Background: an optimization exercise with open tools, aiming at small area. Do not read the settings as production practice.
No run shown here included a check of the RTL's function; only the layout flow was run.
Power figures rest on the tool's default switching activity, not on a simulated workload.

--- flow/config.mk ---
export PLATFORM = sky130hd
export DESIGN_NAME = Pipeline_CPU
export DESIGN_NICKNAME = Pipeline_CPU
export VERILOG_FILES = /design/flow/design.v
export SDC_FILE = /design/flow/constraint.sdc
export NUM_CORES = 8
export LEC_CHECK = 0
export CAP_MARGIN = 20
export CORE_MARGIN = 2
export CORE_UTILIZATION = 30
export SLEW_MARGIN = 20
--- flow/constraint.sdc ---
create_clock -name core_clock -period 6.3 [get_ports {clk}]
set_input_delay 1.2600 -clock core_clock [delete_from_list [all_inputs] [get_ports {clk}]]
set_output_delay 1.2600 -clock core_clock [all_outputs]
set_load 0.01 [all_outputs]
--- flow/design.v ---
module add_32(
    input  [31:0] a,
    input  [31:0] b,
    output [31:0] c
);
    assign c = a + b;
endmodule
module REG32(
    input             clk,
    input             rst,
    input             CE,
    input      [31:0] D,
    output reg [31:0] Q
);
    always @(posedge clk or posedge rst) begin
        if (rst) Q <= 32'b0;
        else if (CE) Q <= D;
    end
endmodule
module Pipeline_IF(
    input wire clk_IF,
    input wire rst_IF,
    input wire [31:0] PC_in_IF,
    input wire PCSrc,
    output wire [31:0] PC_out_IF
);
    wire [31:0] PC_q;
    wire [31:0] PC_next = PCSrc ? PC_in_IF : {PC_q[31:2] + 30'd1, PC_q[1:0]};
    REG32 PC(
        .clk(clk_IF),
        .rst(rst_IF),
        .CE(1'b1),
        .D(PC_next),
        .Q(PC_q)
    );
    assign PC_out_IF = PC_q;
endmodule
module IF_reg_ID(
    input wire clk_IFID,
    input wire rst_IFID,
    input wire[31:0] PC_in_IFID,
    input wire[31:0] inst_in_IFID,
    output reg [31:0] PC_out_IFID,
    output reg [31:0] inst_out_IFID
);
always @(posedge clk_IFID or posedge rst_IFID) begin
    if (rst_IFID) begin
        PC_out_IFID <= 32'b0;
        inst_out_IFID <= 32'b0;
    end
    else begin
        PC_out_IFID <= PC_in_IFID;
        inst_out_IFID <= inst_in_IFID;
    end
end
endmodule
module Regs(
    input clk,
    input rst,
    input [4:0] Rs1_addr,
    input [4:0] Rs2_addr,
    input [4:0] Wt_addr,
    input [31:0] Wt_data,
    input RegWrite,
    output reg [31:0] Rs1_data,
    output reg [31:0] Rs2_data
);
    reg [32*32-1:32] register;
    reg [31:1] valid;
    wire [31:1] we;
    wire [31:1] sel1, sel2;
    genvar i;
    generate
        for (i = 1; i < 32; i = i + 1) begin : dec
            assign we[i] = RegWrite && (Wt_addr == i);
            assign sel1[i] = valid[i] && (Rs1_addr == i);
            assign sel2[i] = valid[i] && (Rs2_addr == i);
        end
    endgenerate
    integer k;
    always @(posedge clk) begin
        for (k = 1; k < 32; k = k + 1)
            if (we[k]) register[k*32 +: 32] <= Wt_data;
    end
    always @(posedge clk or posedge rst) begin
        if (rst) valid <= 31'b0;
        else valid <= valid | we;
    end
    always @(*) begin
        Rs1_data = 32'b0;
        Rs2_data = 32'b0;
        for (k = 1; k < 32; k = k + 1) begin
            Rs1_data = Rs1_data | ({32{sel1[k]}} & register[k*32 +: 32]);
            Rs2_data = Rs2_data | ({32{sel2[k]}} & register[k*32 +: 32]);
        end
    end
endmodule
module ImmGen(
  input [2:0]   ImmSel,
  input [31:2]  inst_field,
  output reg [31:0] Imm_out
);
    always @(*) begin
        case(ImmSel)
        3'b001: Imm_out = {{20{inst_field[31]}}, inst_field[31:20]};
        3'b010: Imm_out = {{20{inst_field[31]}}, inst_field[31:25], inst_field[11:7]};
        3'b011: Imm_out = {{20{inst_field[31]}}, inst_field[7], inst_field[30:25], inst_field[11:8], 1'b0};
        3'b100: Imm_out = {{12{inst_field[31]}}, inst_field[19:12], inst_field[20], inst_field[30:21], 1'b0};
        default: Imm_out = {inst_field[31:12], 12'h000};
        endcase
    end
endmodule
module SCPU_ctrl(
  input [4:0]       OPcode,
  input [2:0]       Fun3,
  input             Fun7,
  output reg [2:0]  ImmSel,
  output reg        ALUSrc_B,
  output reg        MemtoReg,    
  output reg        PCtoReg,     
  output reg [1:0]  Br,
  output reg        RegWrite,
  output reg        MemRW,
  output reg [3:0]  ALU_Control
);
  localparam AND = 4'b0000, OR = 4'b0001, XOR = 4'b0010,
             ADD = 4'b0100, SUB = 4'b0101,
             SLL = 4'b1000, SRL = 4'b1001,
             SLT = 4'b1100, SLTU = 4'b1101;
  always @* begin
    ImmSel = 3'b000; ALUSrc_B = 1'b0; MemtoReg = 1'b0; PCtoReg = 1'b0;
    Br = 2'b00; RegWrite = 1'b0; MemRW = 1'b0; ALU_Control = AND;
    case (OPcode)
    5'b01100: begin  
        RegWrite = 1'b1;
        case ({Fun3, Fun7})
            4'b0000: ALU_Control = ADD;
            4'b0001: ALU_Control = SUB;
            4'b0010: ALU_Control = SLL;
            4'b0100: ALU_Control = SLT;
            4'b0110: ALU_Control = SLTU;
            4'b1000: ALU_Control = XOR;
            4'b1010: ALU_Control = SRL;
            4'b1011: ALU_Control = SRL;    
            4'b1100: ALU_Control = OR;
            4'b1110: ALU_Control = AND;
            default: RegWrite = 1'b0;
        endcase
    end
    5'b00000: begin  
        ALUSrc_B = 1'b1; MemtoReg = 1'b1; RegWrite = 1'b1; ALU_Control = ADD; ImmSel = 3'b001;
    end
    5'b01000: begin  
        ALUSrc_B = 1'b1; MemRW = 1'b1; ALU_Control = ADD; ImmSel = 3'b010;
    end
    5'b00100: begin  
        ALUSrc_B = 1'b1; RegWrite = 1'b1; ImmSel = 3'b001;
        case (Fun3)
            3'b000: ALU_Control = ADD;
            3'b010: ALU_Control = SLT;
            3'b011: ALU_Control = SLTU;
            3'b100: ALU_Control = XOR;
            3'b110: ALU_Control = OR;
            3'b111: ALU_Control = AND;
            3'b001: ALU_Control = SLL;
            3'b101: ALU_Control = SRL;
        endcase
    end
    5'b11000: begin  
        case (Fun3)
            3'b000: begin Br = 2'b01; ALU_Control = SUB; ImmSel = 3'b011; end
            3'b001: begin Br = 2'b10; ALU_Control = SUB; ImmSel = 3'b011; end
            default: ;
        endcase
    end
    5'b11011: begin  
        PCtoReg = 1'b1; RegWrite = 1'b1; Br = 2'b11; ImmSel = 3'b100;
    end
    5'b11001: begin  
        ALUSrc_B = 1'b1; PCtoReg = 1'b1; RegWrite = 1'b1; Br = 2'b11; ALU_Control = ADD; ImmSel = 3'b001;
    end
    5'b01101: begin  
        PCtoReg = 1'b1; RegWrite = 1'b1;
    end
    default: ;
    endcase
  end
endmodule
module Pipeline_ID (
    input clk_ID,
    input rst_ID,
    input RegWrite_in_ID,
    input [4:0] Rd_addr_ID,
    input [31:0] Wt_data_ID,
    input [31:2] Inst_in_ID,
    output [4:0] Rd_addr_out_ID,
    output [31:0] Rs1_out_ID,
    output [31:0] Rs2_out_ID,
    output [31:0] Imm_out_ID,
    output ALUSrc_B_ID,
    output [3:0] ALU_control_ID,
    output [1:0] Br_ID,
    output MemRW_ID,
    output MemtoReg_ID,
    output PCtoReg_ID,
    output RegWrite_out_ID
);
    wire [2:0] ImmSel;
    Regs Regs_0(
        .clk(clk_ID),
        .rst(rst_ID),
        .RegWrite(RegWrite_in_ID),
        .Wt_data(Wt_data_ID),
        .Wt_addr(Rd_addr_ID),
        .Rs1_addr(Inst_in_ID[19:15]),
        .Rs2_addr(Inst_in_ID[24:20]),
        .Rs1_data(Rs1_out_ID),
        .Rs2_data(Rs2_out_ID)
    );
    ImmGen ImmGen_0(
        .ImmSel(ImmSel),
        .inst_field(Inst_in_ID),
        .Imm_out(Imm_out_ID)
    );
    SCPU_ctrl SCPU_ctrl_0(
        .OPcode(Inst_in_ID[6:2]),
        .Fun3(Inst_in_ID[14:12]),
        .Fun7(Inst_in_ID[30]),
        .ImmSel(ImmSel),
        .ALUSrc_B(ALUSrc_B_ID),
        .MemtoReg(MemtoReg_ID),
        .PCtoReg(PCtoReg_ID),
        .Br(Br_ID),
        .RegWrite(RegWrite_out_ID),
        .MemRW(MemRW_ID),
        .ALU_Control(ALU_control_ID)
    );
    assign Rd_addr_out_ID = Inst_in_ID[11:7];
endmodule
module ID_reg_Ex(
    input clk_IDEX,
    input rst_IDEX,
    input [31:0] PC_in_IDEX,
    input [31:0] inst_in_IDEX,
    output reg [31:0] PC_out_IDEX,
    output [31:2] inst_out_IDEX
);
    reg [31:2] ir;
    always @ (posedge clk_IDEX or posedge rst_IDEX) begin
        if (rst_IDEX) begin
            PC_out_IDEX <= 32'b0;
            ir <= 30'b0;
        end
        else begin
            PC_out_IDEX <= PC_in_IDEX;
            ir <= {inst_in_IDEX[31:3], ~inst_in_IDEX[2]};
        end
    end
    assign inst_out_IDEX = {ir[31:3], ~ir[2]};
endmodule
module ALU (
  input [31:0]  A,
  input [31:0]  B,
  input [3:0]   ALU_operation,
  output reg [31:0] res
);
  wire sub = ALU_operation[3] | ALU_operation[0];
  wire [31:0] Bx = B ^ {32{sub}};
  wire [32:0] sum = {1'b0, A} + {1'b0, Bx} + {32'b0, sub};
  wire ltu = ~sum[32];
  wire lt = (A[31] ^ B[31]) ? A[31] : sum[31];
  wire left = ~ALU_operation[0];
  function [31:0] rev(input [31:0] x);
    integer j;
    for (j = 0; j < 32; j = j + 1) rev[j] = x[31-j];
  endfunction
  wire [31:0] sh_in = left ? rev(A) : A;
  wire [31:0] sh = sh_in >> B[4:0];
  wire [31:0] sh_out = left ? rev(sh) : sh;
  always @(*) begin
    case (ALU_operation[3:2])
      2'b00: case (ALU_operation[1:0])
               2'b00: res = A & B;
               2'b01: res = A | B;
               default: res = A ^ B;
             endcase
      2'b01: res = sum[31:0];
      2'b10: res = sh_out;
      default: res = {31'b0, ALU_operation[0] ? ltu : lt};
    endcase
  end
endmodule
module Pipeline_Ex(
    input [31:0] PC_in_EX,
    input [31:0] Rs1_in_EX,
    input [31:0] Rs2_in_EX,
    input [31:0] Imm_in_EX,
    input ALUSrc_B_in_EX,
    input [3:0] ALU_control_in_EX,
    output [31:0] PC_out_EX,
    output [31:0] PC4_out_EX,
    output [31:0] ALU_out_EX
);
add_32 target(
    .a(PC_in_EX),
    .b(Imm_in_EX),
    .c(PC_out_EX)
);
assign PC4_out_EX = {PC_in_EX[31:2] + 30'd1, PC_in_EX[1:0]};
ALU alu_inst(
    .A(Rs1_in_EX),
    .B(ALUSrc_B_in_EX ? Imm_in_EX : Rs2_in_EX),
    .ALU_operation(ALU_control_in_EX),
    .res(ALU_out_EX)
);
endmodule
module Ex_reg_Mem(
  input clk_EXMem,
  input rst_EXMem,
  input [31:0] PC_in_EXMem,
  input [31:0] PC4_in_EXMem,
  input [4:0] Rd_addr_EXMem,
  input [31:0] ALU_in_EXMem,
  input [31:0] Rs2_in_EXMem,
  input [1:0] Br_in_EXMem,
  input MemRW_in_EXMem,
  input MemtoReg_in_EXMem,
  input PCtoReg_in_EXMem,
  input RegWrite_in_EXMem,
  output reg [31:0] PC_out_EXMem,
  output reg [31:0] PC4_out_EXMem,
  output reg [4:0] Rd_addr_out_EXMem,
  output reg [31:0] ALU_out_EXMem,
  output reg [31:0] Rs2_out_EXMem,
  output reg [1:0] Br_out_EXMem,
  output reg MemRW_out_EXMem,
  output reg MemtoReg_out_EXMem,
  output reg PCtoReg_out_EXMem,
  output reg RegWrite_out_EXMem
);
  always @(posedge clk_EXMem) begin
    PC_out_EXMem <= PC_in_EXMem;
    PC4_out_EXMem <= PC4_in_EXMem;
    Rd_addr_out_EXMem <= Rd_addr_EXMem;
  end
  always @(posedge clk_EXMem or posedge rst_EXMem) begin
    if (rst_EXMem) begin
      ALU_out_EXMem <= 32'b0;
      Rs2_out_EXMem <= 32'b0;
      Br_out_EXMem <= 2'b0;
      MemRW_out_EXMem <= 1'b0;
      MemtoReg_out_EXMem <= 1'b0;
      PCtoReg_out_EXMem <= 1'b0;
      RegWrite_out_EXMem <= 1'b0;
    end
    else begin
      ALU_out_EXMem <= ALU_in_EXMem;
      Rs2_out_EXMem <= Rs2_in_EXMem;
      Br_out_EXMem <= Br_in_EXMem;
      MemRW_out_EXMem <= MemRW_in_EXMem;
      MemtoReg_out_EXMem <= MemtoReg_in_EXMem;
      PCtoReg_out_EXMem <= PCtoReg_in_EXMem;
      RegWrite_out_EXMem <= RegWrite_in_EXMem;
    end
  end
endmodule
module Pipeline_Mem(
    input [1:0] Br_in_Mem,
    input [31:0] ALU_in_Mem,
    output PCSrc
);
wire zero = ~|ALU_in_Mem;
assign PCSrc = (Br_in_Mem == 2'b11) | (Br_in_Mem == 2'b01 & zero) | (Br_in_Mem == 2'b10 & ~zero);
endmodule
module Mem_reg_WB(
  input clk_MemWB,
  input rst_MemWB,
  input [31:0] Data_in_MemWB,
  input [4:0] Rd_addr_MemWB,
  input RegWrite_in_MemWB,
  output reg [31:0] Data_out_MemWB,
  output reg [31:0] Wt_data_MemWB,
  output reg [4:0] Wt_addr_MemWB,
  output reg RegWrite_out_MemWB
);
  reg [4:0] Rd_addr_q;
  reg RegWrite_q;
  always @(posedge clk_MemWB) begin
    Rd_addr_q <= Rd_addr_MemWB;
    Wt_data_MemWB <= Data_out_MemWB;
    Wt_addr_MemWB <= Rd_addr_q;
  end
  always @(posedge clk_MemWB or posedge rst_MemWB) begin
    if (rst_MemWB) begin
      Data_out_MemWB <= 32'b0;
      RegWrite_q <= 1'b0;
      RegWrite_out_MemWB <= 1'b0;
    end
    else begin
      Data_out_MemWB <= Data_in_MemWB;
      RegWrite_q <= RegWrite_in_MemWB;
      RegWrite_out_MemWB <= RegWrite_q;
    end
  end
endmodule
module Pipeline_WB(
    input MemtoReg_in_WB,
    input PCtoReg_in_WB,
    input [31:0] ALU_in_WB,
    input [31:0] DMem_data_WB,
    input [31:0] PC4_in_WB,
    output [31:0] Data_out_WB
);
assign Data_out_WB = MemtoReg_in_WB ? DMem_data_WB : PCtoReg_in_WB ? PC4_in_WB : ALU_in_WB;
endmodule
module Pipeline_CPU(
    input clk,
    input rst,
    input[31:0] Data_in,
    input[31:0] inst_IF,
    output[31:0] PC_out_IF,
    output[31:0] PC_out_ID,
    output[31:0] inst_ID,
    output[31:0] PC_out_EX,
    output       MemRW_Ex,
    output       MemRW_Mem,
    output[31:0] Addr_out,
    output[31:0] Data_out,
    output[31:0] Data_out_WB
);
    wire [31:0] pc_if;
    wire [31:0] pc_id, inst_id;
    wire [31:0] pc_ex;
    wire [31:2] ir_ex;
    wire [4:0]  rd_ex;
    wire [31:0] rs1_ex, rs2_ex, imm_ex;
    wire        alusrc_ex, memrw_ex, memtoreg_ex, pctoreg_ex, regwrite_ex;
    wire [3:0]  aluctl_ex;
    wire [1:0]  br_ex;
    wire [31:0] target_ex, pc4_ex, alu_ex;
    wire [31:0] target_mem, pc4_mem, alu_mem, rs2_mem;
    wire [4:0]  rd_mem;
    wire [1:0]  br_mem;
    wire        memrw_mem, memtoreg_mem, pctoreg_mem, regwrite_mem;
    wire        pcsrc;
    wire [31:0] wb_next, wb_data, wt_data;
    wire [4:0]  wt_addr;
    wire        wt_en;
    Pipeline_IF Instruction_Fetch (
        .clk_IF(clk),
        .rst_IF(rst),
        .PC_in_IF(target_mem),
        .PCSrc(pcsrc),
        .PC_out_IF(pc_if)
    );
    IF_reg_ID IF_reg_ID (
        .clk_IFID(clk),
        .rst_IFID(rst),
        .PC_in_IFID(pc_if),
        .inst_in_IFID(inst_IF),
        .PC_out_IFID(pc_id),
        .inst_out_IFID(inst_id)
    );
    ID_reg_Ex ID_reg_Ex (
        .clk_IDEX(clk),
        .rst_IDEX(rst),
        .PC_in_IDEX(pc_id),
        .inst_in_IDEX(inst_id),
        .PC_out_IDEX(pc_ex),
        .inst_out_IDEX(ir_ex)
    );
    Pipeline_ID Instruction_Decoder (
        .clk_ID(clk),
        .rst_ID(rst),
        .RegWrite_in_ID(wt_en),
        .Rd_addr_ID(wt_addr),
        .Wt_data_ID(wt_data),
        .Inst_in_ID(ir_ex),
        .Rd_addr_out_ID(rd_ex),
        .Rs1_out_ID(rs1_ex),
        .Rs2_out_ID(rs2_ex),
        .Imm_out_ID(imm_ex),
        .ALUSrc_B_ID(alusrc_ex),
        .ALU_control_ID(aluctl_ex),
        .Br_ID(br_ex),
        .MemRW_ID(memrw_ex),
        .MemtoReg_ID(memtoreg_ex),
        .PCtoReg_ID(pctoreg_ex),
        .RegWrite_out_ID(regwrite_ex)
    );
    Pipeline_Ex Execute (
        .PC_in_EX(pc_ex),
        .Rs1_in_EX(rs1_ex),
        .Rs2_in_EX(rs2_ex),
        .Imm_in_EX(imm_ex),
        .ALUSrc_B_in_EX(alusrc_ex),
        .ALU_control_in_EX(aluctl_ex),
        .PC_out_EX(target_ex),
        .PC4_out_EX(pc4_ex),
        .ALU_out_EX(alu_ex)
    );
    Ex_reg_Mem Ex_reg_Mem (
        .clk_EXMem(clk),
        .rst_EXMem(rst),
        .PC_in_EXMem(target_ex),
        .PC4_in_EXMem(pc4_ex),
        .Rd_addr_EXMem(rd_ex),
        .ALU_in_EXMem(alu_ex),
        .Rs2_in_EXMem(rs2_ex),
        .Br_in_EXMem(br_ex),
        .MemRW_in_EXMem(memrw_ex),
        .MemtoReg_in_EXMem(memtoreg_ex),
        .PCtoReg_in_EXMem(pctoreg_ex),
        .RegWrite_in_EXMem(regwrite_ex),
        .PC_out_EXMem(target_mem),
        .PC4_out_EXMem(pc4_mem),
        .Rd_addr_out_EXMem(rd_mem),
        .ALU_out_EXMem(alu_mem),
        .Rs2_out_EXMem(rs2_mem),
        .Br_out_EXMem(br_mem),
        .MemRW_out_EXMem(memrw_mem),
        .MemtoReg_out_EXMem(memtoreg_mem),
        .PCtoReg_out_EXMem(pctoreg_mem),
        .RegWrite_out_EXMem(regwrite_mem)
    );
    Pipeline_Mem Memory_Access (
        .Br_in_Mem(br_mem),
        .ALU_in_Mem(alu_mem),
        .PCSrc(pcsrc)
    );
    Pipeline_WB Write_Back (
        .MemtoReg_in_WB(memtoreg_mem),
        .PCtoReg_in_WB(pctoreg_mem),
        .ALU_in_WB(alu_mem),
        .DMem_data_WB(Data_in),
        .PC4_in_WB(pc4_mem),
        .Data_out_WB(wb_next)
    );
    Mem_reg_WB Mem_reg_WB (
        .clk_MemWB(clk),
        .rst_MemWB(rst),
        .Data_in_MemWB(wb_next),
        .Rd_addr_MemWB(rd_mem),
        .RegWrite_in_MemWB(regwrite_mem),
        .Data_out_MemWB(wb_data),
        .Wt_data_MemWB(wt_data),
        .Wt_addr_MemWB(wt_addr),
        .RegWrite_out_MemWB(wt_en)
    );
    assign PC_out_IF = pc_if;
    assign PC_out_ID = pc_id;
    assign inst_ID = inst_id;
    assign PC_out_EX = target_ex;
    assign MemRW_Ex = memrw_ex;
    assign MemRW_Mem = memrw_mem;
    assign Addr_out = alu_mem;
    assign Data_out = rs2_mem;
    assign Data_out_WB = wb_data;
endmodule
--- flow/run.sh ---
#!/bin/bash
# synth_recipe.tcl (not shown) runs the flow's synth.tcl, then flattens the netlist and writes it again
# the make line also repeats each setting of config.mk as NAME=value (left out here)
make -C /OpenROAD-flow-scripts/flow DESIGN_CONFIG=/design/flow/config.mk WORK_HOME=/design/flow/orfs CLKGATE_MAP_FILE= SYNTH_SCRIPT=/design/flow/synth_recipe.tcl finish
==> flow_summary.html, run 1 <==
<table>
<tr><th>Metric</th><th>Value</th></tr>
<tr><th colspan="2">Cells and area</th></tr>
<tr><td>Fraction of final layout cells with drive strength greater than 1</td><td>17.6%</td></tr>
<tr><td>Final non-filler cell area</td><td>0.0801 mm²</td></tr>
<tr><td>Nets</td><td>6182</td></tr>
<tr><td>Area delta synth-&gt;final</td><td>24.2%</td></tr>
<tr><td>Number of flip-flops in the largest register</td><td>992</td></tr>
<tr><td>Utilization of the core after routing</td><td>37.4%</td></tr>
<tr><td>Largest Register</td><td>Instruction_Decoder.Regs_0.register</td></tr>
<tr><th colspan="2">Yosys</th></tr>
<tr><td>Cell area after technology mapping</td><td>0.0645 mm²</td></tr>
<tr><td>EDFF count, synth</td><td>992</td></tr>
<tr><td>Flop and latch count out of synthesis</td><td>1396</td></tr>
<tr><td>Top_reg_cell synth</td><td>sky130_fd_sc_hd__edfxtp_1</td></tr>
<tr><td>Unique cell type count in the Yosys netlist</td><td>91</td></tr>
<tr><td>Total of warnings raised by yosys</td><td>9</td></tr>
<tr><td>Synthesized instance count</td><td>5361</td></tr>
<tr><td>Avg Synthesized Cell Area</td><td>12.0 µm²</td></tr>
<tr><td>Synth cell count leaders</td><td>sky130_fd_sc_hd__edfxtp_1 (992), sky130_fd_sc_hd__nand3_1 (693), sky130_fd_sc_hd__a22oi_1 (423)</td></tr>
<tr><td>Fraction of the yosys area taken by sequential cells</td><td>61.0%</td></tr>
<tr><td>Post-synth net total</td><td>5560</td></tr>
<tr><td>Cell type with the largest total area after synthesis</td><td>sky130_fd_sc_hd__edfxtp_1</td></tr>
<tr><td>Fraction of post-synthesis cell area in the top cell type by area</td><td>46.2%</td></tr>
<tr><td>Cells taking the most area after synthesis</td><td>sky130_fd_sc_hd__edfxtp_1 (46%), sky130_fd_sc_hd__dfrtp_1 (11%), sky130_fd_sc_hd__nand3_1 (5.4%)</td></tr>
<tr><td>Fraction of synthesis flops using an asynchronous set or reset pin</td><td>21.0%</td></tr>
<tr><td>Most common cell in the synthesized netlist</td><td>sky130_fd_sc_hd__edfxtp_1</td></tr>
<tr><th colspan="2">Die</th></tr>
<tr><td>Core box area</td><td>0.214 mm²</td></tr>
<tr><td>Row count</td><td>170</td></tr>
<tr><td>Starting density of the core</td><td>30.1%</td></tr>
<tr><td>Die Span Y</td><td>468 µm</td></tr>
<tr><td>Count of boundary I/O pins</td><td>292</td></tr>
<tr><td>Die Width</td><td>468 µm</td></tr>
<tr><td>Full die area</td><td>0.219 mm²</td></tr>
<tr><th colspan="2">Detailed routing</th></tr>
<tr><td>Post-detailed-routing wire length</td><td>344 mm</td></tr>
<tr><td>Drt pass-1 iters</td><td>12</td></tr>
<tr><td>Via count of the routed design</td><td>58700</td></tr>
<tr><td>1st-iter DRT viols</td><td>11400</td></tr>
<tr><td>Post-route antenna net violation count</td><td>0</td></tr>
<tr><td>DRC violations left</td><td>0</td></tr>
<tr><td>Post-detailed-route via-to-cell ratio</td><td>6.51</td></tr>
<tr><td>Avg WL per Cell</td><td>38.2 µm</td></tr>
<tr><th colspan="2">STA</th></tr>
<tr><td>Rel. slew slack</td><td>7.60%</td></tr>
<tr><td>Hold Fails Final Rpt</td><td>0</td></tr>
<tr><td>Setup clock skew after layout</td><td>0.0427 ns</td></tr>
<tr><td>Final number of max-transition violations</td><td>0</td></tr>
<tr><td>Achievable Freq</td><td>0.150 GHz</td></tr>
<tr><td>Final Cycle Share</td><td>106%</td></tr>
<tr><td>Measured slew at the worst slew-check pin</td><td>1.38 ns</td></tr>
<tr><td>Min cycle time layout</td><td>6.67 ns</td></tr>
<tr><td># setup viols final</td><td>3</td></tr>
<tr><td>RSZ-0062 raised after global routing</td><td>yes</td></tr>
<tr><td>Slack of the critical path</td><td>-0.372 ns</td></tr>
<tr><th colspan="2">Setup path</th></tr>
<tr><td>Kind of end point of the critical path</td><td>output pin</td></tr>
<tr><td>CP Max Fanout</td><td>2</td></tr>
<tr><td>Delay of the slowest cell on the worst path</td><td>0.42 ns</td></tr>
<tr><td>Kind of critical path</td><td>flop to output pin</td></tr>
<tr><td>Cell count of the worst reg-to-reg path</td><td>18</td></tr>
<tr><td>Arrival time of data at the critical path endpoint</td><td>5.41 ns</td></tr>
<tr><td>Most frequent cell on the critical path</td><td>sky130_fd_sc_hd__a21oi_2</td></tr>
<tr><td>Required time worst endpoint</td><td>5.04 ns</td></tr>
<tr><td>Ordered list of cells on the worst path</td><td>nand3b_1, nor4b_2, buf_4, o21a_1, or2_1, a22o_1, ha_1, a21o_1, a21oi_2, o21ai_2, a2111oi_4, buf_4, o21ai_4, a21oi_2, a311oi_2, o31ai_2, o21ai_2, or4_4, a31o_2, a21oi_2, xnor2_2, buf_2</td></tr>
<tr><td>Worst setup SP type</td><td>flop</td></tr>
<tr><td>Cell with the biggest individual delay on the critical path</td><td>sky130_fd_sc_hd__or4_4</td></tr>
<tr><th colspan="2">Placed design</th></tr>
<tr><td>Sum of net half-perimeters after detailed placement</td><td>221 mm</td></tr>
<tr><td>Number of buffers inserted by port buffering</td><td>291</td></tr>
<tr><td>Routability Congestion</td><td>1.00</td></tr>
<tr><td>Post-Place Cell Area</td><td>0.0743 mm²</td></tr>
<tr><th colspan="2">Global routing</th></tr>
<tr><td>Overflow left after global routing</td><td>0</td></tr>
<tr><td>Pin count of the biggest net entering global routing</td><td>151</td></tr>
<tr><td>First-pass GRT wire length</td><td>461 mm</td></tr>
<tr><td>Via count of the first global-routing pass</td><td>55300</td></tr>
<tr><td>Number of antenna violations at the first check in global routing</td><td>21</td></tr>
<tr><td>GRT Resource Usage Total</td><td>30.4%</td></tr>
<tr><th colspan="2">Hold path</th></tr>
<tr><td>Path type of the worst min-delay path</td><td>flop to flop</td></tr>
<tr><td>Number of stages on the worst hold path</td><td>0</td></tr>
<tr><th colspan="2">Outcome</th></tr>
<tr><td>Layout Check Fail Reasons</td><td>setup timing</td></tr>
<tr><td>Status</td><td>finished with violations</td></tr>
<tr><th colspan="2">Power and ir drop</th></tr>
<tr><td>Internal power</td><td>18.1 mW</td></tr>
<tr><td>Sequential share of power</td><td>45.2%</td></tr>
<tr><td>Power after layout</td><td>26.2 mW</td></tr>
<tr><td>Total net switching power</td><td>8.06 mW</td></tr>
<tr><td>Part of the total power dissipated in combinational logic</td><td>19.9%</td></tr>
<tr><td>Cell Pwr Density</td><td>327 mW/mm²</td></tr>
<tr><td>Switching power share of the total</td><td>30.8%</td></tr>
<tr><td>Leakage</td><td>29.8 nW</td></tr>
<tr><td>Max VDD drop</td><td>291 µV</td></tr>
<tr><td>Portion of total power attributed to the clock network</td><td>34.9%</td></tr>
<tr><th colspan="2">Clock tree</th></tr>
<tr><td>TritonCTS clock tree</td><td>built</td></tr>
<tr><td>Number of H-tree levels</td><td>4</td></tr>
<tr><td>Hold-fix buffer count after cts</td><td>0</td></tr>
<tr><td>Clock-pin transition on the worst setup and hold timing paths</td><td>0.06 ns</td></tr>
<tr><td>Clk Tree Root Cell</td><td>sky130_fd_sc_hd__clkbuf_16</td></tr>
<tr><td>Clock latency at the later pin of the worst-skew pair</td><td>0.83 ns</td></tr>
<tr><td>Number of sinks driven by the clock tree</td><td>1396</td></tr>
<tr><td>Number of buffers created by CTS</td><td>149</td></tr>
<tr><td>Buffer levels on the longest clock path</td><td>3</td></tr>
<tr><th colspan="2">Run</th></tr>
<tr><td># Max-Cap Violations</td><td>0</td></tr>
</table>
-- worst max-delay path, delay by kind of cell (launching register included) --
kind / cells / cell delay (ns)
fa+ha+maj: 1 / 0.24
xor+xnor: 1 / 0.14
simple gates: 4 / 0.98
buf+inv: 3 / 0.49
compound gates: 13 / 2.39
flops: 1 / 0.37
-- cells in the final DEF (no fill, tap or decap), types with 41 or more instances in the layout --
cell	Yosys	routed
sky130_fd_sc_hd__mux2i_1	190	188
sky130_fd_sc_hd__nor4_1	78	78
sky130_fd_sc_hd__nand4_1	240	240
sky130_fd_sc_hd__a21o_1	41	41
sky130_fd_sc_hd__clkdlybuf4s50_1	0	275
sky130_fd_sc_hd__nand2_1	274	272
sky130_fd_sc_hd__ha_1	131	126
sky130_fd_sc_hd__o21ai_0	111	96
sky130_fd_sc_hd__nand3_1	693	693
sky130_fd_sc_hd__inv_1	94	91
sky130_fd_sc_hd__a22oi_1	423	421
sky130_fd_sc_hd__and3_2	0	43
sky130_fd_sc_hd__edfxtp_1	992	992
sky130_fd_sc_hd__nor2_1	190	156
sky130_fd_sc_hd__diode_2	0	62
sky130_fd_sc_hd__a21oi_1	146	136
sky130_fd_sc_hd__buf_4	10	528
sky130_fd_sc_hd__dfrtp_1	293	287
sky130_fd_sc_hd__a22o_1	90	88
sky130_fd_sc_hd__and3_1	100	55
sky130_fd_sc_hd__xor2_1	48	45
sky130_fd_sc_hd__dfxtp_1	111	109
sky130_fd_sc_hd__xnor2_1	89	81
sky130_fd_sc_hd__clkbuf_16	0	157
sky130_fd_sc_hd__a221oi_1	41	41
-- area by class of cell --
cell class / count / area, µm²
Fill cell: 20600 / 134000
Sequential cell: 1396 / 39400
Multi-Input combinational cell: 3478 / 24000
Timing Repair Buffer: 862 / 7680
Clock buffer: 200 / 4250
Tap cell: 2838 / 3550
Clock inverter: 77 / 736
Inverter: 96 / 364
Antenna cell: 62 / 155
-- layer usage --
metal	wire length, µm	share of wire (%)	track usage, %
met4	25900	7.5	18.2
met1	126000	37	39.6
met3	56600	16	13.7
met5	487	0.14	0.395
met2	135000	39	41.0
-- power groups by stage --
stage | clock (mW) | combinational [mW] | sequential (mW)
after floorplan | 0 | 2.16 | 11.6
after global placement | 0 | 4.88 | 12.0
after detailed placement | 0 | 4.89 | 12.0
after CTS | 9.13 | 5.01 | 11.8
after global routing | 9.50 | 5.47 | 11.9
final | 9.14 | 5.22 | 11.8
-- final timing paths --
kind                                    startpoint  slack [ns]                     endpoint
setup / recovery                   ID_reg_Ex.ir[4]       -0.37                PC_out_EX[31]
hold / removal             Mem_reg_WB.Rd_addr_q[2]        0.31  Mem_reg_WB.Wt_addr_MemWB[2]
setup reg to reg                  ID_reg_Ex.ir[17]        0.13  Ex_reg_Mem.ALU_out_EXMem[0]
hold reg to reg            Mem_reg_WB.Rd_addr_q[2]        0.31  Mem_reg_WB.Wt_addr_MemWB[2]
max in group asynchronous                      rst        4.19     ID_reg_Ex.PC_out_IDEX[1]
min in group asynchronous                      rst        0.82    IF_reg_ID.PC_out_IFID[27]
-- per-stage QoR --
stage	hold WS (ns)	setup TNS (ns)	std cells	setup slack, ns
after global placement	0.311	-3.02	8639	-0.850
after CTS	0.319	-1.02	8939	-0.309
after floorplan	0.310	0	5361	0.0298
after detailed placement	0.312	-1.99	8643	-0.610
after global routing	0.325	-1.97	8989	-0.591
final	0.313	-0.740	9009	-0.372
-- what timing repair did --
action	4_1_cts	5_1_grt
buffers inserted	20	5
gates resized for setup	85	53
setup endpoints to repair	25	27
pin swaps	30	26
-- kinds of logic after synthesis --
| kind of cell | share of synthesized area (%) |
|---|---|
| AND/OR/NAND/NOR | 15.3 |
| AO/OA/AOI/OAI | 12.8 |
| buffers and inverters | 3.08 |
| XOR/XNOR | 1.86 |
| adder cells (fa/ha/maj) | 2.60 |
| flip-flops | 61.0 |
| multiplexers | 3.36 |
==> inputs of run 2 (changes only) <==
--- a/flow/design.v
+++ b/flow/design.v
@@ -2,12 +2,45 @@
     input  [31:0] a,
     input  [31:0] b,
-    output [31:0] c
+    input         ci,
+    output [31:0] c,
+    output        co
+);
+    reg [31:0] p, g;
+    integer i, j;
+    always @* begin
+        p = a ^ b;
+        g = a & b;
+        g[0] = g[0] | (p[0] & ci);
+        for (i = 1; i <= 5; i = i + 1)
+            for (j = 2**i - 1; j < 32; j = j + 2**i) begin
+                g[j] = g[j] | (p[j] & g[j - 2**(i-1)]);
+                p[j] = p[j] & p[j - 2**(i-1)];
+            end
+        for (i = 5; i > 0; i = i - 1)
+            for (j = 2**i + 2**(i-1) - 1; j < 32; j = j + 2**i) begin
+                g[j] = g[j] | (p[j] & g[j - 2**(i-1)]);
+                p[j] = p[j] & p[j - 2**(i-1)];
+            end
+    end
+    assign c = a ^ b ^ {g[30:0], ci};
+    assign co = g[31];
+endmodule
+module inc30(
+    input  [31:0] a,
+    output [31:0] y
 );
-    assign c = a + b;
+    wire [32:2] cy;
+    assign cy[2] = 1'b1;
+    genvar i;
+    generate
+        for (i = 2; i < 32; i = i + 1) begin : carry
+            assign cy[i+1] = cy[i] & a[i];
+        end
+    endgenerate
+    assign y = {a[31:2] ^ cy[31:2], a[1:0]};
 endmodule
 module REG32(
     input             clk,
     input             rst,
-    input             CE,
     input      [31:0] D,
     output reg [31:0] Q
@@ -15,5 +48,5 @@
     always @(posedge clk or posedge rst) begin
         if (rst) Q <= 32'b0;
-        else if (CE) Q <= D;
+        else Q <= D;
     end
 endmodule
@@ -26,9 +59,10 @@
 );
     wire [31:0] PC_q;
-    wire [31:0] PC_next = PCSrc ? PC_in_IF : {PC_q[31:2] + 30'd1, PC_q[1:0]};
+    wire [31:0] PC_4;
+    inc30 pc4(.a(PC_q), .y(PC_4));
+    wire [31:0] PC_next = PCSrc ? PC_in_IF : PC_4;
     REG32 PC(
         .clk(clk_IF),
         .rst(rst_IF),
-        .CE(1'b1),
         .D(PC_next),
         .Q(PC_q)
@@ -58,11 +92,13 @@
     input clk,
     input rst,
-    input [4:0] Rs1_addr,
-    input [4:0] Rs2_addr,
+    input [3:0] Rs1_lo,      
+    input [7:0] Rs1_hi,      
+    input [3:0] Rs2_lo,
+    input [7:0] Rs2_hi,
     input [4:0] Wt_addr,
     input [31:0] Wt_data,
     input RegWrite,
-    output reg [31:0] Rs1_data,
-    output reg [31:0] Rs2_data
+    output [31:0] Rs1_data,
+    output [31:0] Rs2_data
 );
     reg [32*32-1:32] register;
@@ -70,10 +106,10 @@
     wire [31:1] we;
     wire [31:1] sel1, sel2;
-    genvar i;
+    genvar i, b;
     generate
         for (i = 1; i < 32; i = i + 1) begin : dec
             assign we[i] = RegWrite && (Wt_addr == i);
-            assign sel1[i] = valid[i] && (Rs1_addr == i);
-            assign sel2[i] = valid[i] && (Rs2_addr == i);
+            assign sel1[i] = valid[i] & Rs1_lo[i % 4] & Rs1_hi[i / 4];
+            assign sel2[i] = valid[i] & Rs2_lo[i % 4] & Rs2_hi[i / 4];
         end
     endgenerate
@@ -87,27 +123,32 @@
         else valid <= valid | we;
     end
-    always @(*) begin
-        Rs1_data = 32'b0;
-        Rs2_data = 32'b0;
-        for (k = 1; k < 32; k = k + 1) begin
-            Rs1_data = Rs1_data | ({32{sel1[k]}} & register[k*32 +: 32]);
-            Rs2_data = Rs2_data | ({32{sel2[k]}} & register[k*32 +: 32]);
+    generate
+        for (b = 0; b < 32; b = b + 1) begin : rd
+            wire [31:1] col;
+            for (i = 1; i < 32; i = i + 1) begin : c
+                assign col[i] = register[i*32 + b];
+            end
+            rf_rbit r1(.d(col), .s(sel1), .y(Rs1_data[b]));
+            rf_rbit r2(.d(col), .s(sel2), .y(Rs2_data[b]));
         end
-    end
+    endgenerate
+endmodule
+module rf_rbit(input [31:1] d, input [31:1] s, output y);
+    assign y = |(d & s);
 endmodule
 module ImmGen(
-  input [2:0]   ImmSel,
+  input [3:0]   ImmType,      
   input [31:2]  inst_field,
-  output reg [31:0] Imm_out
+  output [31:0] Imm_out
 );
-    always @(*) begin
-        case(ImmSel)
-        3'b001: Imm_out = {{20{inst_field[31]}}, inst_field[31:20]};
-        3'b010: Imm_out = {{20{inst_field[31]}}, inst_field[31:25], inst_field[11:7]};
-        3'b011: Imm_out = {{20{inst_field[31]}}, inst_field[7], inst_field[30:25], inst_field[11:8], 1'b0};
-        3'b100: Imm_out = {{12{inst_field[31]}}, inst_field[19:12], inst_field[20], inst_field[30:21], 1'b0};
-        default: Imm_out = {inst_field[31:12], 12'h000};
-        endcase
-    end
+    wire [31:0] i_imm = {{20{inst_field[31]}}, inst_field[31:20]};
+    wire [31:0] s_imm = {{20{inst_field[31]}}, inst_field[31:25], inst_field[11:7]};
+    wire [31:0] b_imm = {{20{inst_field[31]}}, inst_field[7], inst_field[30:25], inst_field[11:8], 1'b0};
+    wire [31:0] j_imm = {{12{inst_field[31]}}, inst_field[19:12], inst_field[20], inst_field[30:21], 1'b0};
+    wire [31:0] u_imm = {inst_field[31:12], 12'h000};
+    wire u = ~|ImmType;
+    assign Imm_out = ({32{ImmType[0]}} & i_imm) | ({32{ImmType[1]}} & s_imm)
+                   | ({32{ImmType[2]}} & b_imm) | ({32{ImmType[3]}} & j_imm)
+                   | ({32{u}} & u_imm);
 endmodule
 module SCPU_ctrl(
@@ -115,5 +156,4 @@
   input [2:0]       Fun3,
   input             Fun7,
-  output reg [2:0]  ImmSel,
   output reg        ALUSrc_B,
   output reg        MemtoReg,    
@@ -129,5 +169,5 @@
              SLT = 4'b1100, SLTU = 4'b1101;
   always @* begin
-    ImmSel = 3'b000; ALUSrc_B = 1'b0; MemtoReg = 1'b0; PCtoReg = 1'b0;
+    ALUSrc_B = 1'b0; MemtoReg = 1'b0; PCtoReg = 1'b0;
     Br = 2'b00; RegWrite = 1'b0; MemRW = 1'b0; ALU_Control = AND;
     case (OPcode)
@@ -149,11 +189,11 @@
     end
     5'b00000: begin  
-        ALUSrc_B = 1'b1; MemtoReg = 1'b1; RegWrite = 1'b1; ALU_Control = ADD; ImmSel = 3'b001;
+        ALUSrc_B = 1'b1; MemtoReg = 1'b1; RegWrite = 1'b1; ALU_Control = ADD;
     end
     5'b01000: begin  
-        ALUSrc_B = 1'b1; MemRW = 1'b1; ALU_Control = ADD; ImmSel = 3'b010;
+        ALUSrc_B = 1'b1; MemRW = 1'b1; ALU_Control = ADD;
     end
     5'b00100: begin  
-        ALUSrc_B = 1'b1; RegWrite = 1'b1; ImmSel = 3'b001;
+        ALUSrc_B = 1'b1; RegWrite = 1'b1;
         case (Fun3)
             3'b000: ALU_Control = ADD;
@@ -169,14 +209,14 @@
     5'b11000: begin  
         case (Fun3)
-            3'b000: begin Br = 2'b01; ALU_Control = SUB; ImmSel = 3'b011; end
-            3'b001: begin Br = 2'b10; ALU_Control = SUB; ImmSel = 3'b011; end
+            3'b000: begin Br = 2'b01; ALU_Control = SUB; end
+            3'b001: begin Br = 2'b10; ALU_Control = SUB; end
             default: ;
         endcase
     end
     5'b11011: begin  
-        PCtoReg = 1'b1; RegWrite = 1'b1; Br = 2'b11; ImmSel = 3'b100;
+        PCtoReg = 1'b1; RegWrite = 1'b1; Br = 2'b11;
     end
     5'b11001: begin  
-        ALUSrc_B = 1'b1; PCtoReg = 1'b1; RegWrite = 1'b1; Br = 2'b11; ALU_Control = ADD; ImmSel = 3'b001;
+        ALUSrc_B = 1'b1; PCtoReg = 1'b1; RegWrite = 1'b1; Br = 2'b11; ALU_Control = ADD;
     end
     5'b01101: begin  
@@ -194,4 +234,9 @@
     input [31:0] Wt_data_ID,
     input [31:2] Inst_in_ID,
+    input [3:0] ImmType_ID,
+    input [3:0] Rs1_lo_ID,
+    input [7:0] Rs1_hi_ID,
+    input [3:0] Rs2_lo_ID,
+    input [7:0] Rs2_hi_ID,
     output [4:0] Rd_addr_out_ID,
     output [31:0] Rs1_out_ID,
@@ -206,5 +251,4 @@
     output RegWrite_out_ID
 );
-    wire [2:0] ImmSel;
     Regs Regs_0(
         .clk(clk_ID),
@@ -213,11 +257,13 @@
         .Wt_data(Wt_data_ID),
         .Wt_addr(Rd_addr_ID),
-        .Rs1_addr(Inst_in_ID[19:15]),
-        .Rs2_addr(Inst_in_ID[24:20]),
+        .Rs1_lo(Rs1_lo_ID),
+        .Rs1_hi(Rs1_hi_ID),
+        .Rs2_lo(Rs2_lo_ID),
+        .Rs2_hi(Rs2_hi_ID),
         .Rs1_data(Rs1_out_ID),
         .Rs2_data(Rs2_out_ID)
     );
     ImmGen ImmGen_0(
-        .ImmSel(ImmSel),
+        .ImmType(ImmType_ID),
         .inst_field(Inst_in_ID),
         .Imm_out(Imm_out_ID)
@@ -227,5 +273,4 @@
         .Fun3(Inst_in_ID[14:12]),
         .Fun7(Inst_in_ID[30]),
-        .ImmSel(ImmSel),
         .ALUSrc_B(ALUSrc_B_ID),
         .MemtoReg(MemtoReg_ID),
@@ -244,15 +289,36 @@
     input [31:0] inst_in_IDEX,
     output reg [31:0] PC_out_IDEX,
-    output [31:2] inst_out_IDEX
+    output [31:2] inst_out_IDEX,
+    output reg [3:0] ImmType_out_IDEX,   
+    output reg [3:0] Rs1_lo_IDEX,
+    output reg [7:0] Rs1_hi_IDEX,
+    output reg [3:0] Rs2_lo_IDEX,
+    output reg [7:0] Rs2_hi_IDEX
 );
     reg [31:2] ir;
+    wire [4:0] op = inst_in_IDEX[6:2];
+    wire [3:0] imm_type;
+    assign imm_type[0] = op == 5'b00000 || op == 5'b00100 || op == 5'b11001;
+    assign imm_type[1] = op == 5'b01000;
+    assign imm_type[2] = op == 5'b11000 && inst_in_IDEX[14:13] == 2'b00;
+    assign imm_type[3] = op == 5'b11011;
     always @ (posedge clk_IDEX or posedge rst_IDEX) begin
         if (rst_IDEX) begin
             PC_out_IDEX <= 32'b0;
             ir <= 30'b0;
+            ImmType_out_IDEX <= 4'b0;
+            Rs1_lo_IDEX <= 4'b0;
+            Rs1_hi_IDEX <= 8'b0;
+            Rs2_lo_IDEX <= 4'b0;
+            Rs2_hi_IDEX <= 8'b0;
         end
         else begin
             PC_out_IDEX <= PC_in_IDEX;
             ir <= {inst_in_IDEX[31:3], ~inst_in_IDEX[2]};
+            ImmType_out_IDEX <= imm_type;
+            Rs1_lo_IDEX <= 4'b1 << inst_in_IDEX[16:15];
+            Rs1_hi_IDEX <= 8'b1 << inst_in_IDEX[19:17];
+            Rs2_lo_IDEX <= 4'b1 << inst_in_IDEX[21:20];
+            Rs2_hi_IDEX <= 8'b1 << inst_in_IDEX[24:22];
         end
     end
@@ -267,6 +333,8 @@
   wire sub = ALU_operation[3] | ALU_operation[0];
   wire [31:0] Bx = B ^ {32{sub}};
-  wire [32:0] sum = {1'b0, A} + {1'b0, Bx} + {32'b0, sub};
-  wire ltu = ~sum[32];
+  wire [31:0] sum;
+  wire co;
+  add_32 adder(.a(A), .b(Bx), .ci(sub), .c(sum), .co(co));
+  wire ltu = ~co;
   wire lt = (A[31] ^ B[31]) ? A[31] : sum[31];
   wire left = ~ALU_operation[0];
@@ -285,5 +353,5 @@
                default: res = A ^ B;
              endcase
-      2'b01: res = sum[31:0];
+      2'b01: res = sum;
       2'b10: res = sh_out;
       default: res = {31'b0, ALU_operation[0] ? ltu : lt};
@@ -305,7 +373,9 @@
     .a(PC_in_EX),
     .b(Imm_in_EX),
+    .ci(1'b0),
+    .co(),
     .c(PC_out_EX)
 );
-assign PC4_out_EX = {PC_in_EX[31:2] + 30'd1, PC_in_EX[1:0]};
+inc30 pc4(.a(PC_in_EX), .y(PC4_out_EX));
 ALU alu_inst(
     .A(Rs1_in_EX),
@@ -433,4 +503,7 @@
     wire [31:0] pc_ex;
     wire [31:2] ir_ex;
+    wire [3:0]  immtype_ex;
+    wire [3:0]  rs1lo_ex, rs2lo_ex;
+    wire [7:0]  rs1hi_ex, rs2hi_ex;
     wire [4:0]  rd_ex;
     wire [31:0] rs1_ex, rs2_ex, imm_ex;
@@ -468,5 +541,10 @@
         .inst_in_IDEX(inst_id),
         .PC_out_IDEX(pc_ex),
-        .inst_out_IDEX(ir_ex)
+        .inst_out_IDEX(ir_ex),
+        .ImmType_out_IDEX(immtype_ex),
+        .Rs1_lo_IDEX(rs1lo_ex),
+        .Rs1_hi_IDEX(rs1hi_ex),
+        .Rs2_lo_IDEX(rs2lo_ex),
+        .Rs2_hi_IDEX(rs2hi_ex)
     );
     Pipeline_ID Instruction_Decoder (
@@ -477,4 +555,9 @@
         .Wt_data_ID(wt_data),
         .Inst_in_ID(ir_ex),
+        .ImmType_ID(immtype_ex),
+        .Rs1_lo_ID(rs1lo_ex),
+        .Rs1_hi_ID(rs1hi_ex),
+        .Rs2_lo_ID(rs2lo_ex),
+        .Rs2_hi_ID(rs2hi_ex),
         .Rd_addr_out_ID(rd_ex),
         .Rs1_out_ID(rs1_ex),
==> flow/flow/run.sh (new file) <==
#!/bin/bash
# Layout flow: the standard flow (standard.sh), with the port buffers
# made from the smallest buffer cell and the clock tree built without
# dummy loads.  Each step's full log is under orfs/logs; the output of
# standard.sh itself goes to standard.log.
set -e
export BUFFER_PORTS_ARGS="-buffer_cell sky130_fd_sc_hd__buf_1"
export CTS_ARGS="-sink_clustering_enable -repair_clock_nets -buf_list "sky130_fd_sc_hd__clkbuf_8" -sink_clustering_size 16 -sink_clustering_max_diameter 50 -dont_use_dummy_load"
bash standard.sh > standard.log 2>&1
==> flow/standard.sh (new file) <==
#!/bin/bash
# synth_recipe.tcl (not shown) runs the flow's synth.tcl, then flattens the netlist and writes it again
# the make line also repeats each setting of config.mk as NAME=value (left out here)
make -C /OpenROAD-flow-scripts/flow DESIGN_CONFIG=/design/flow/config.mk WORK_HOME=/design/flow/orfs CLKGATE_MAP_FILE= SYNTH_SCRIPT=/design/flow/synth_recipe.tcl "${@:-finish}"
--- a/flow/config.mk
+++ b/flow/config.mk
@@ -8,4 +8,9 @@
 export CAP_MARGIN = 20
 export CORE_MARGIN = 2
-export CORE_UTILIZATION = 30
+export CORE_UTILIZATION = 60
+export CTS_BUF_LIST = sky130_fd_sc_hd__clkbuf_8
+export CTS_CLUSTER_DIAMETER = 100
+export CTS_CLUSTER_SIZE = 30
+export GPL_TIMING_DRIVEN = 0
 export SLEW_MARGIN = 20
+export SYNTH_HIERARCHICAL = 1
removed: flow/run.sh
==> flow_summary.html, run 2 <==
<table>
<tr><th>Metric</th><th>Value</th></tr>
<tr><th colspan="2">Outcome</th></tr>
<tr><td>Status</td><td>finished with violations</td></tr>
<tr><td>Layout Check Fail Reasons</td><td>setup timing</td></tr>
<tr><th colspan="2">Die</th></tr>
<tr><td>Die Width</td><td>328 µm</td></tr>
<tr><td>Core box area</td><td>0.104 mm²</td></tr>
<tr><td>Full die area</td><td>0.108 mm²</td></tr>
<tr><td>Row count</td><td>118</td></tr>
<tr><td>Count of boundary I/O pins</td><td>292</td></tr>
<tr><td>Starting density of the core</td><td>60.7%</td></tr>
<tr><td>Die Span Y</td><td>328 µm</td></tr>
<tr><th colspan="2">Clock tree</th></tr>
<tr><td>Buffer levels on the longest clock path</td><td>3</td></tr>
<tr><td>Clock latency at the later pin of the worst-skew pair</td><td>0.87 ns</td></tr>
<tr><td>TritonCTS clock tree</td><td>built</td></tr>
<tr><td>Number of H-tree levels</td><td>3</td></tr>
<tr><td>Clk Tree Root Cell</td><td>sky130_fd_sc_hd__clkbuf_8</td></tr>
<tr><td>Hold-fix buffer count after cts</td><td>0</td></tr>
<tr><td>Number of buffers created by CTS</td><td>119</td></tr>
<tr><td>Number of sinks driven by the clock tree</td><td>1424</td></tr>
<tr><td>Clock-pin transition on the worst setup and hold timing paths</td><td>0.09 ns</td></tr>
<tr><th colspan="2">Power and ir drop</th></tr>
<tr><td>Part of the total power dissipated in combinational logic</td><td>18.3%</td></tr>
<tr><td>Switching power share of the total</td><td>30.4%</td></tr>
<tr><td>Sequential share of power</td><td>58.9%</td></tr>
<tr><td>Cell Pwr Density</td><td>283 mW/mm²</td></tr>
<tr><td>Leakage</td><td>25.4 nW</td></tr>
<tr><td>Portion of total power attributed to the clock network</td><td>22.8%</td></tr>
<tr><td>Power after layout</td><td>20.0 mW</td></tr>
<tr><td>Max VDD drop</td><td>317 µV</td></tr>
<tr><td>Internal power</td><td>13.9 mW</td></tr>
<tr><td>Total net switching power</td><td>6.09 mW</td></tr>
<tr><th colspan="2">Global routing</th></tr>
<tr><td>First-pass GRT wire length</td><td>329 mm</td></tr>
<tr><td>Via count of the first global-routing pass</td><td>44500</td></tr>
<tr><td>Pin count of the biggest net entering global routing</td><td>67</td></tr>
<tr><td>GRT Resource Usage Total</td><td>43.4%</td></tr>
<tr><td>Number of antenna violations at the first check in global routing</td><td>21</td></tr>
<tr><td>Overflow left after global routing</td><td>0</td></tr>
<tr><th colspan="2">Setup path</th></tr>
<tr><td>Ordered list of cells on the worst path</td><td>buf_2, o31ai_4, buf_12, nand3_1, ha_1, a21oi_1, o21ai_0, a221oi_2, nor2b_2, inv_1, fa_1, xor2_1, buf_1</td></tr>
<tr><td>Cell count of the worst reg-to-reg path</td><td>23</td></tr>
<tr><td>Arrival time of data at the critical path endpoint</td><td>5.05 ns</td></tr>
<tr><td>Worst setup SP type</td><td>flop</td></tr>
<tr><td>Critical register-to-register path startpoint</td><td>ID_reg_Ex.Rs2_lo_IDEX[1]</td></tr>
<tr><td>Kind of critical path</td><td>flop to output pin</td></tr>
<tr><td>Delay of the slowest cell on the worst path</td><td>0.47 ns</td></tr>
<tr><td>Buffers and inverters on the worst path</td><td>4</td></tr>
<tr><td>CP Max Fanout</td><td>10</td></tr>
<tr><td>Cell with the biggest individual delay on the critical path</td><td>sky130_fd_sc_hd__dfrtp_1</td></tr>
<tr><td>Reg2reg end</td><td>Ex_reg_Mem.ALU_out_EXMem[0]</td></tr>
<tr><td>Kind of end point of the critical path</td><td>output pin</td></tr>
<tr><td>Reg2reg setup slack</td><td>0 ns</td></tr>
<tr><td>CP delay by family, top</td><td>compound AO/OA/AOI/OAI gates</td></tr>
<tr><td>Required time worst endpoint</td><td>5.04 ns</td></tr>
<tr><th colspan="2">Cells and area</th></tr>
<tr><td>Number of flip-flops in the largest register</td><td>992</td></tr>
<tr><td>Commonest non-fill, non-tap cells in the layout</td><td>sky130_fd_sc_hd__edfxtp_1 (992), sky130_fd_sc_hd__a22oi_1 (783), sky130_fd_sc_hd__dfrtp_1 (317), sky130_fd_sc_hd__buf_1 (291), sky130_fd_sc_hd__ha_1 (163)</td></tr>
<tr><td>Nets</td><td>5174</td></tr>
<tr><td>Final non-filler cell area</td><td>0.0707 mm²</td></tr>
<tr><td>Utilization of the core after routing</td><td>68.1%</td></tr>
<tr><td>Fraction of final layout cells with drive strength greater than 1</td><td>15.2%</td></tr>
<tr><td>Largest Register</td><td>Instruction_Decoder.Regs_0.register</td></tr>
<tr><td>Leading cell type in the layout, fill and taps excluded</td><td>sky130_fd_sc_hd__edfxtp_1</td></tr>
<tr><td>Area delta synth-&gt;final</td><td>12.3%</td></tr>
<tr><th colspan="2">Detailed routing</th></tr>
<tr><td>DRC violations left</td><td>0</td></tr>
<tr><td>Post-detailed-route via-to-cell ratio</td><td>7.53</td></tr>
<tr><td>Post-detailed-routing wire length</td><td>237 mm</td></tr>
<tr><td>1st-iter DRT viols</td><td>8133</td></tr>
<tr><td>Via count of the routed design</td><td>47300</td></tr>
<tr><td>Avg WL per Cell</td><td>37.8 µm</td></tr>
<tr><td>Post-route antenna net violation count</td><td>0</td></tr>
<tr><td>Drt pass-1 iters</td><td>8</td></tr>
<tr><th colspan="2">STA</th></tr>
<tr><td>Rel. slew slack</td><td>20.9%</td></tr>
<tr><td>Hold Fails Final Rpt</td><td>0</td></tr>
<tr><td>Final number of max-transition violations</td><td>0</td></tr>
<tr><td>RSZ-0062 raised after global routing</td><td>yes</td></tr>
<tr><td>Achievable Freq</td><td>0.159 GHz</td></tr>
<tr><td>Slack of the critical path</td><td>-0.00877 ns</td></tr>
<tr><td>Min cycle time layout</td><td>6.31 ns</td></tr>
<tr><td>Setup clock skew after layout</td><td>0.125 ns</td></tr>
<tr><td>Measured slew at the worst slew-check pin</td><td>1.19 ns</td></tr>
<tr><td># setup viols final</td><td>1</td></tr>
<tr><td>Final Cycle Share</td><td>100%</td></tr>
<tr><th colspan="2">Yosys</th></tr>
<tr><td>Cell area after technology mapping</td><td>0.0630 mm²</td></tr>
<tr><td>Post-synth net total</td><td>4643</td></tr>
<tr><td>Synthesized instance count</td><td>4360</td></tr>
<tr><td>Total of warnings raised by yosys</td><td>15</td></tr>
<tr><td>Avg Synthesized Cell Area</td><td>14.4 µm²</td></tr>
<tr><th colspan="2">Hold path</th></tr>
<tr><td>Launch instance of the worst min-delay path</td><td>Mem_reg_WB.Rd_addr_q[4]</td></tr>
<tr><td>Number of stages on the worst hold path</td><td>0</td></tr>
<tr><td>Worst hold endpoint</td><td>Mem_reg_WB.Wt_addr_MemWB[4]</td></tr>
<tr><td>Path type of the worst min-delay path</td><td>flop to flop</td></tr>
<tr><th colspan="2">Placed design</th></tr>
<tr><td>Post-Place Cell Area</td><td>0.0683 mm²</td></tr>
<tr><td>Routability Congestion</td><td>1.08</td></tr>
<tr><td>Number of buffers inserted by port buffering</td><td>291</td></tr>
<tr><td>Placement-stage worst setup slack</td><td>-1.56 ns</td></tr>
<tr><td>Sum of net half-perimeters after detailed placement</td><td>174 mm</td></tr>
<tr><th colspan="2">Run</th></tr>
<tr><td># Max-Cap Violations</td><td>0</td></tr>
</table>
==> run 2: stage by stage <==
step / setup TNS (ns) / hold WS (ns) / cells
floorplan: 0 / 0.310 / 4360
global placement: -57.40 / 0.311 / 6031
detailed placement: -25.05 / 0.312 / 6130
CTS: 0 / 0.333 / 6248
global route: -0.0570 / 0.339 / 6271
finish: -0.00877 / 0.331 / 6279
==> run 2: power by group through the flow <==
stage	Clock, mW	Combinational [mW]	Sequential (mW)
2_1_floorplan	0	1.90	11.7
3_3_place_gp	0	3.36	11.9
3_5_place_dp	0	3.43	11.9
4_1_cts	4.53	3.48	11.8
5_1_grt	4.84	3.84	11.8
6_report	4.57	3.65	11.8
==> run 2: how the worst max path moves through the flow <==
stage,end,slack (ns),start,cells after the start
6_report,PC_out_EX[25],-0.009,ID_reg_Ex.ImmType_out_IDEX[2],13
5_1_grt,Ex_reg_Mem.ALU_out_EXMem[0],-0.05,ID_reg_Ex.Rs2_lo_IDEX[1],25
4_1_cts,PC_out_EX[27],0.003,ID_reg_Ex.ImmType_out_IDEX[3],12
3_5_place_dp,Ex_reg_Mem.ALU_out_EXMem[0],-1.56,ID_reg_Ex.Rs2_lo_IDEX[1],26
3_3_place_gp,Ex_reg_Mem.ALU_out_EXMem[0],-2.62,ID_reg_Ex.Rs2_lo_IDEX[3],24
2_1_floorplan,Ex_reg_Mem.ALU_out_EXMem[0],0.26,ID_reg_Ex.Rs2_lo_IDEX[3],24
==> run 2: layout make-up <==
type	count	area (µm²)
well taps	1380	1730
repair buffers	424	3610
multi-input cells	2662	22200
diodes	10	25.0
inverters	137	524
clock buffers	119	1640
fillers	7246	33100
plain buffers	123	947
flip-flops and latches	1424	40100
==> run 2: routing by layer <==
layer | vias to the layer above | global-route usage, % | share of wire (%)
met4 | 16 | 24.0 | 7.1
met3 | 733 | 13.0 | 14
met2 | 4106 | 60.7 | 42
met5 | - | 0.577 | 0.069
li1 | 18900 | - | -
met1 | 23500 | 60.9 | 37
==> run 2: what timing repair did <==
item	4_1_cts	5_1_grt
endpoints found under the setup margin	47	26
gates cloned	2	3
pin swaps	16	29
buffers inserted	9	22
gates resized for setup	57	68
==> inputs of run 3 (changes only) <==
--- a/flow/config.mk
+++ b/flow/config.mk
@@ -9,8 +9,6 @@
 export CORE_MARGIN = 2
 export CORE_UTILIZATION = 60
-export CTS_BUF_LIST = sky130_fd_sc_hd__clkbuf_8
-export CTS_CLUSTER_DIAMETER = 100
-export CTS_CLUSTER_SIZE = 30
 export GPL_TIMING_DRIVEN = 0
+export SETUP_SLACK_MARGIN = 0.15
 export SLEW_MARGIN = 20
 export SYNTH_HIERARCHICAL = 1
==> flow_summary.html, run 3 <==
<table>
<tr><th>Metric</th><th>Value</th></tr>
<tr><th colspan="2">Yosys</th></tr>
<tr><td>Synthesized instance count</td><td>4360</td></tr>
<tr><td>Total of warnings raised by yosys</td><td>15</td></tr>
<tr><td>Avg Synthesized Cell Area</td><td>14.4 µm²</td></tr>
<tr><td>Cell area after technology mapping</td><td>0.0630 mm²</td></tr>
<tr><th colspan="2">Power and ir drop</th></tr>
<tr><td>Leakage</td><td>25.7 nW</td></tr>
<tr><th colspan="2">Outcome</th></tr>
<tr><td>Status</td><td>finished with violations</td></tr>
<tr><td>Layout Check Fail Reasons</td><td>setup timing</td></tr>
<tr><th colspan="2">STA</th></tr>
<tr><td>Rel. slew slack</td><td>20.7%</td></tr>
<tr><td># setup viols final</td><td>4</td></tr>
<tr><td>Measured slew at the worst slew-check pin</td><td>1.19 ns</td></tr>
<tr><td>Slack of the critical path</td><td>-0.152 ns</td></tr>
<tr><td>Hold Fails Final Rpt</td><td>0</td></tr>
<tr><td>Final Cycle Share</td><td>102%</td></tr>
<tr><td>RSZ-0062 raised after global routing</td><td>yes</td></tr>
<tr><td>Final number of max-transition violations</td><td>0</td></tr>
<tr><td>Achievable Freq</td><td>0.155 GHz</td></tr>
<tr><td>Min cycle time layout</td><td>6.45 ns</td></tr>
<tr><td>Worst hold slack across all endpoints</td><td>0.332 ns</td></tr>
<tr><td>Setup clock skew after layout</td><td>0.124 ns</td></tr>
<tr><th colspan="2">Placed design</th></tr>
<tr><td>Sum of net half-perimeters after detailed placement</td><td>174 mm</td></tr>
<tr><td>Routability Congestion</td><td>1.08</td></tr>
<tr><td>Number of buffers inserted by port buffering</td><td>291</td></tr>
<tr><th colspan="2">Setup path</th></tr>
<tr><td>Worst setup SP type</td><td>flop</td></tr>
<tr><td>Cell count of the worst reg-to-reg path</td><td>28</td></tr>
<tr><td>Critical register-to-register path startpoint</td><td>ID_reg_Ex.Rs2_lo_IDEX[1]</td></tr>
<tr><td>CP startpoint</td><td>ID_reg_Ex.Rs2_lo_IDEX[1]</td></tr>
<tr><td>Kind of end point of the critical path</td><td>flop</td></tr>
<tr><td>Required time worst endpoint</td><td>6.90 ns</td></tr>
<tr><td>Crit path capture</td><td>Ex_reg_Mem.ALU_out_EXMem[0]</td></tr>
<tr><td>Delay of the slowest cell on the worst path</td><td>0.56 ns</td></tr>
<tr><td>Reg2reg end</td><td>Ex_reg_Mem.ALU_out_EXMem[0]</td></tr>
<tr><td>Arrival time of data at the critical path endpoint</td><td>7.05 ns</td></tr>
<tr><th colspan="2">Clock tree</th></tr>
<tr><td>Number of sinks driven by the clock tree</td><td>1424</td></tr>
<tr><td>Number of buffers created by CTS</td><td>119</td></tr>
<tr><td>Clock-pin transition on the worst setup and hold timing paths</td><td>0.09 ns</td></tr>
<tr><td>TritonCTS clock tree</td><td>built</td></tr>
<tr><td>Buffer levels on the longest clock path</td><td>3</td></tr>
<tr><td>Number of H-tree levels</td><td>3</td></tr>
<tr><td>Clk Tree Root Cell</td><td>sky130_fd_sc_hd__clkbuf_8</td></tr>
<tr><td>Clock latency at the later pin of the worst-skew pair</td><td>0.87 ns</td></tr>
<tr><td>Hold-fix buffer count after cts</td><td>0</td></tr>
<tr><th colspan="2">Global routing</th></tr>
<tr><td>GRT Resource Usage Total</td><td>43.9%</td></tr>
<tr><td>Pin count of the biggest net entering global routing</td><td>67</td></tr>
<tr><td>First-pass GRT wire length</td><td>332 mm</td></tr>
<tr><td>Via count of the first global-routing pass</td><td>44800</td></tr>
<tr><th colspan="2">Detailed routing</th></tr>
<tr><td>Met1 routed wirelength after detailed routing</td><td>87.2 mm</td></tr>
<tr><td>Post-detailed-routing wire length</td><td>240 mm</td></tr>
<tr><td>1st-iter DRT viols</td><td>8564</td></tr>
<tr><td>Post-detailed-route via-to-cell ratio</td><td>7.52</td></tr>
<tr><td>Drt pass-1 iters</td><td>10</td></tr>
<tr><td>Post-route antenna net violation count</td><td>0</td></tr>
<tr><td>Detailed-routed wire length on met3</td><td>36.3 mm</td></tr>
<tr><td>Via count of the routed design</td><td>47500</td></tr>
<tr><td>DRC violations left</td><td>0</td></tr>
<tr><td>Met2 wirelength from detailed routing</td><td>99.8 mm</td></tr>
<tr><th colspan="2">Die</th></tr>
<tr><td>Full die area</td><td>0.108 mm²</td></tr>
<tr><td>Die Width</td><td>328 µm</td></tr>
<tr><td>Die Span Y</td><td>328 µm</td></tr>
<tr><td>Count of boundary I/O pins</td><td>292</td></tr>
<tr><td>Starting density of the core</td><td>60.7%</td></tr>
<tr><th colspan="2">Cells and area</th></tr>
<tr><td>Largest Register</td><td>Instruction_Decoder.Regs_0.register</td></tr>
<tr><td>Fraction of final layout cells with drive strength greater than 1</td><td>16.3%</td></tr>
<tr><td>Multi-input gate area in the final layout</td><td>0.0224 mm²</td></tr>
<tr><td>Utilization of the core after routing</td><td>68.7%</td></tr>
<tr><td>Number of flip-flops in the largest register</td><td>992</td></tr>
<tr><td>Area delta synth-&gt;final</td><td>13.2%</td></tr>
<tr><td>Leading cell type in the layout, fill and taps excluded</td><td>sky130_fd_sc_hd__edfxtp_1</td></tr>
<tr><td>Nets</td><td>5209</td></tr>
<tr><td>Register area</td><td>0.0401 mm²</td></tr>
<tr><td>Number of fill cells in the layout</td><td>7182</td></tr>
<tr><th colspan="2">Hold path</th></tr>
<tr><td>Path type of the worst min-delay path</td><td>flop to flop</td></tr>
</table>
-- run 3: how the worst min path moves through the flow --
stage                     slack, ns                           to                             from
after floorplan                0.31      Mem_reg_WB.Rd_addr_q[0]  Ex_reg_Mem.Rd_addr_out_EXMem[0]
after global placement         0.31  Mem_reg_WB.Wt_addr_MemWB[4]          Mem_reg_WB.Rd_addr_q[4]
after detailed placement       0.31  Mem_reg_WB.Wt_addr_MemWB[4]          Mem_reg_WB.Rd_addr_q[4]
after CTS                      0.33  Mem_reg_WB.Wt_addr_MemWB[4]          Mem_reg_WB.Rd_addr_q[4]
after global routing           0.34      Mem_reg_WB.Rd_addr_q[4]  Ex_reg_Mem.Rd_addr_out_EXMem[4]
final                          0.33  Mem_reg_WB.Wt_addr_MemWB[4]          Mem_reg_WB.Rd_addr_q[4]
-- run 3: per-layer routing --
| layer | up-vias | global-route usage, % |
|---|---|---|
| met2 | 4128 | 61.0 |
| met5 | - | 0.577 |
| met1 | 23600 | 60.9 |
| met3 | 741 | 14.2 |
| li1 | 19000 | - |
| met4 | 20 | 24.8 |
-- run 3: through the flow --
| stage | cells | power [mW] |
|---|---|---|
| finish | 6315 | 20.1 |
| CTS | 6279 | 19.8 |
| detailed placement | 6130 | 15.4 |
| global route | 6308 | 20.6 |
| floorplan | 4360 | 13.6 |
| global placement | 6031 | 15.3 |
-- run 3: critical path, delay by kind of cell (launching register included) --
kind / cells / cell delay, ns
and+or+nand+nor: 6 / 1.36
muxes: 2 / 0.61
DFF: 1 / 0.52
buffers and inverters: 6 / 0.65
AOI/OAI and AO/OA: 9 / 1.99
adders and majority gates: 3 / 0.82
xor gates and xnor gates: 2 / 0.18
-- run 3: area by class of cell --
cell class	count	area share, %
diodes	11	0.0386
inverters	137	0.735
clock buffers	119	2.30
well taps	1380	2.42
plain buffers	135	1.54
flip-flops and latches	1424	56.2
repair buffers	448	5.39
multi-input cells	2661	31.4
-- run 3: where the power goes --
part | internal (mW) | switching, mW
Combinational | 1.35 | 2.35
Clock | 1.67 | 2.90
Sequential | 10.9 | 0.863
Total | 14.0 | 6.12
-- run 3: timing repair --
item	4_1_cts	5_1_grt
gates resized for setup	117	84
gates cloned	2	3
pin swaps	32	36
setup endpoints to repair	53	35
buffers inserted	32	22

afterwards: timing with drivers on the ports:
The results above use ideal ports. As a check the final layouts listed here were re-extracted and re-timed, cells and wires unchanged. Step 1: set_driving_cell puts a clkbuf_16 on clk and a buf_2 on each other input, an assumption about the parent block. Step 2 adds t to the input delays and takes it off the output delays; t is the mean of the earliest and latest rising clock arrival at the registers after step 1. Input paths then give back, and output paths get back, about the clock's delay inside the block. Three values: no drivers, after step 1, after step 2; two values: the first two.
run	shift t [ns]	setup WS [ns]	worst setup path at the end
run 1	0.897	-0.372 / -0.462 / 0.129	register to register
run 2	0.889	-0.009 / -0.089 / 0.001	register to register
run 3	0.891	-0.152 / -0.152 / -0.152	register to register
